From an optimization exercise on the open Yosys and OpenROAD flow, aimed at small area, a short achievable clock period and few clock cycles; shortcuts taken in it are not production practice. RTL that was checked went through simulation tests only; none was proved equivalent to the original.

Design MUL_DIV_top, start of the top module:
module MUL_DIV_top (
    input           clk,
    input           rst_n,
    input  [31:0]   data1,
    input  [31:0]   data2,
    input           MUL_DIV_start,
    input  [2:0]    MUL_DIV_ctrl,
    output [31:0]   MUL_DIV_out,
    output          MUL_DIV_done
);
localparam [3:0] S_IDLE = 4'd0, S_MUL1 = 4'd1, S_MUL = 4'd2, S_TAIL = 4'd3,
                 S_CORR = 4'd4, S_DPREP = 4'd5, S_DIV = 4'd6, S_FIX = 4'd7,
                 S_RCOR = 4'd8;
function [5:0] clz32;
    input [31:0] v;
    reg   [15:0] z1;  reg [15:0] c1;
    reg   [7:0]  z2;  reg [15:0] c2;
    reg   [3:0]  z3;  reg [11:0] c3;
    reg   [1:0]  z4;  reg [7:0]  c4;
    reg          z5;  reg [4:0]  c5;
    integer i;
    begin
        for (i = 0; i < 16; i = i + 1) begin
            z1[i] = ~(v[2*i+1] | v[2*i]);
            c1[i] = ~v[2*i+1];
        end
        for (i = 0; i < 8; i = i + 1) begin
            z2[i] = z1[2*i+1] & z1[2*i];
            c2[2*i+1 -: 2] = z1[2*i+1] ? {1'b1, c1[2*i]} : {1'b0, c1[2*i+1]};
        end
        for (i = 0; i < 4; i = i + 1) begin
            z3[i] = z2[2*i+1] & z2[2*i];
            c3[3*i+2 -: 3] = z2[2*i+1] ? {1'b1, c2[4*i+1 -: 2]} : {1'b0, c2[4*i+3 -: 2]};
        end
        for (i = 0; i < 2; i = i + 1) begin
            z4[i] = z3[2*i+1] & z3[2*i];
            c4[4*i+3 -: 4] = z3[2*i+1] ? {1'b1, c3[6*i+2 -: 3]} : {1'b0, c3[6*i+5 -: 3]};
        end
        z5 = z4[1] & z4[0];
        c5 = z4[1] ? {1'b1, c4[3:0]} : {1'b0, c4[7:4]};
        clz32 = z5 ? 6'd32 : {1'b0, c5};
    end
endfunction
function [2:0] booth;
    input [2:0] b;
    begin
        booth[2] = b[1] ^ b[0];                                    
  ...
For scale: ~2000 cells after synthesis, ~150 flip-flops, roughly 17000 um2 of cells after synthesis.
Settings: LEC_CHECK=0, CAP_MARGIN=20, CORE_MARGIN=2, CORE_UTILIZATION=40, SETUP_SLACK_MARGIN=5, SLEW_MARGIN=20; clock period 9.0 ns.
run.sh (not shown) runs the stock make flow with config.mk's settings and CLKGATE_MAP_FILE= SYNTH_SCRIPT=/design/flow/synth_recipe.tcl, a recipe that flattens the netlist after the stock synthesis.
The first run completed without violations.
Rerun with:
Settings changed: SETUP_SLACK_MARGIN 5 to 4.
The changed run completed without violations.
Core utilization drops by 7.0 points.
Hold slack gets worse by 3.4 ps.
Flip-flop and latch count is unchanged.
Maximum frequency drops by about 12%.
Setup slack gets worse by 580 ps.
Area after synthesis is unchanged.
Global-route usage drops by 1.4 points.
Function was not checked in any run of this note: the RTL went through the layout flow alone.

## onyx
Another version of the RTL of MUL_DIV_top (not shown whole).
Size in the first run: ~100 I/O pins, about 16000 sq um of cells after synthesis.
Settings: LEC_CHECK=0, ABC_CLOCK_PERIOD_IN_PS=3000, CAP_MARGIN=20, CORE_MARGIN=2, CORE_UTILIZATION=40, SETUP_SLACK_MARGIN=5, SLEW_MARGIN=20; clock period 9.0 ns.
onyx reached the final stage; the timing, DRC and antenna checks on its layout passed.
Inputs modified between onyx and lagoon:
- ABC_CLOCK_PERIOD_IN_PS now 4500, was 3000
- SETUP_SLACK_MARGIN no longer set, was 5
Findings:
- Timing startpoint of the critical path: M[19]$_DFFE_PP_ -> onyx, neg1$_SDFF_PN0_ -> lagoon
- Looking at clock period minus worst slack across both flows, lagoon is the weaker of the two, with onyx ahead.
- Compared with onyx, lagoon shows a lower worst setup slack.
- Measured against each other, onyx and lagoon differ in buffering overhead, the lower figure coming from lagoon.
- Compared with onyx, lagoon ends up with a smaller final cell area.
Input changes introduced in harbor (baseline for comparison: lagoon):
- ABC_CLOCK_PERIOD_IN_PS now 3000, was 4500
## What came out
harbor -> lagoon: global routing met1 resource utilization delta 0, exact match. harbor: flow completed, timing, DRC and antenna clean. From lagoon to harbor, post-route worst setup slack did not move at all. Re clock-cell share of area: no difference whatsoever between harbor and lagoon. lagoon -> harbor: hold slack delta 0, exact match. From lagoon to harbor the numbers moved as follows: final standard cell area without fillers ~0 delta; area fraction in and, or, nand and nor cells after synthesis ~0 delta; detailed-route wire length ~0 delta. From harbor to lagoon, layout overhead on the synthesized area did not move at all.
No run of this note included a check of the RTL's function; only the layout flow was run.

== alpha ==
Another version of the RTL of MUL_DIV_top (not shown whole).
For scale: ~130 flip-flops, about 100 I/O pins, about 12,000 um2 of cells after synthesis.
==> flow/config.mk <==
export PLATFORM = sky130hd
export DESIGN_NAME = MUL_DIV_top
export DESIGN_NICKNAME = MUL_DIV_top
export VERILOG_FILES = /design/flow/design.v
export SDC_FILE = /design/flow/constraint.sdc
export NUM_CORES = 8
export LEC_CHECK = 0
export CAP_MARGIN = 20
export CORE_MARGIN = 2
export CORE_UTILIZATION = 40
export CTS_BUF_LIST = sky130_fd_sc_hd__clkbuf_8
export CTS_CLUSTER_DIAMETER = 80
export CTS_CLUSTER_SIZE = 30
export SETUP_SLACK_MARGIN = 4.3
export SLEW_MARGIN = 20
==> flow/constraint.sdc <==
create_clock -name core_clock -period 9.0 [get_ports {clk}]
set_input_delay 1.8000 -clock core_clock [delete_from_list [all_inputs] [get_ports {clk}]]
set_output_delay 1.8000 -clock core_clock [all_outputs]
set_load 0.01 [all_outputs]
standard.sh (not shown) runs the stock make flow with config.mk's settings and CLKGATE_MAP_FILE= SYNTH_SCRIPT=/design/flow/synth_recipe.tcl, a recipe that flattens the netlist after the stock synthesis.
==> flow/flow/run.sh <==
#!/bin/bash
# Own layout flow: the standard ORFS flow, with the smallest buffer
# (sky130_fd_sc_hd__buf_1) as the buffer that ORFS puts on every input and
# output port.  Everything else is the standard flow.
set -euo pipefail
export BUFFER_PORTS_ARGS="-buffer_cell sky130_fd_sc_hd__buf_1"
bash standard.sh > standard.log 2>&1
alpha ended with every stage complete and zero timing, DRC or antenna violations.
Testbench counts of alpha, summed over its fixed seeds: cycles 71,321.
### alpha -> beta
- CTS_BUF_LIST: sky130_fd_sc_hd__clkbuf_8 -> unset
- CTS_CLUSTER_SIZE: 30 -> unset
- CTS_CLUSTER_DIAMETER: 80 -> unset
- Between beta and alpha, the difference in aggregate routed wire length is negligible.
- On utilization: between beta and alpha, it ends up higher for beta.
- Lower critical path buffer and inverter count among beta and alpha: alpha

## port drivers added, routing unchanged
No port has a modelled driver above. Below, the same layouts with a new extraction and two added sets of constraints.
Step 1 sets driving cells, clkbuf_16 on the clock port and buf_2 on the other inputs (assumed; they add their load-dependent delay and slew).
Step 2 moves the port delays by t, midway between the first and last clock arrival at a register: inputs arrive t later, outputs are due t later. That takes back most of the time a late clock gives input paths.
Slacks: ideal ports / drivers / drivers and shift; pairs: ideal ports / drivers.
run | shift t [ns] | slack for setup (ns) | clock arrival spread, ns | worst data-port slew with drivers (ns)
the first run of note 1 | 0.512 | 4.690 / 4.690 / 4.643 | 0.014 / 0.014 | 0.06
the second run of note 1 | 0.520 | 4.113 / 4.113 / 4.113 | 0.017 / 0.017 | 0.05
onyx | 0.526 | 4.426 / 4.426 / 4.426 | 0.019 / 0.019 | 0.04
lagoon | 0.514 | 3.450 / 3.450 / 3.450 | 0.017 / 0.016 | 0.06
harbor | 0.514 | 3.450 / 3.450 / 3.450 | 0.017 / 0.016 | 0.06
alpha | 0.512 | 4.498 / 4.498 / 4.059 | 0.012 / 0.012 | 0.04
beta | 0.486 | 4.486 / 4.486 / 4.073 | 0.011 / 0.010 | 0.04
After both steps every run listed still meets setup and hold. For alpha, which loses most, drivers alone change the setup slack by 0.000 ns; drivers and shift together by -0.439 ns.
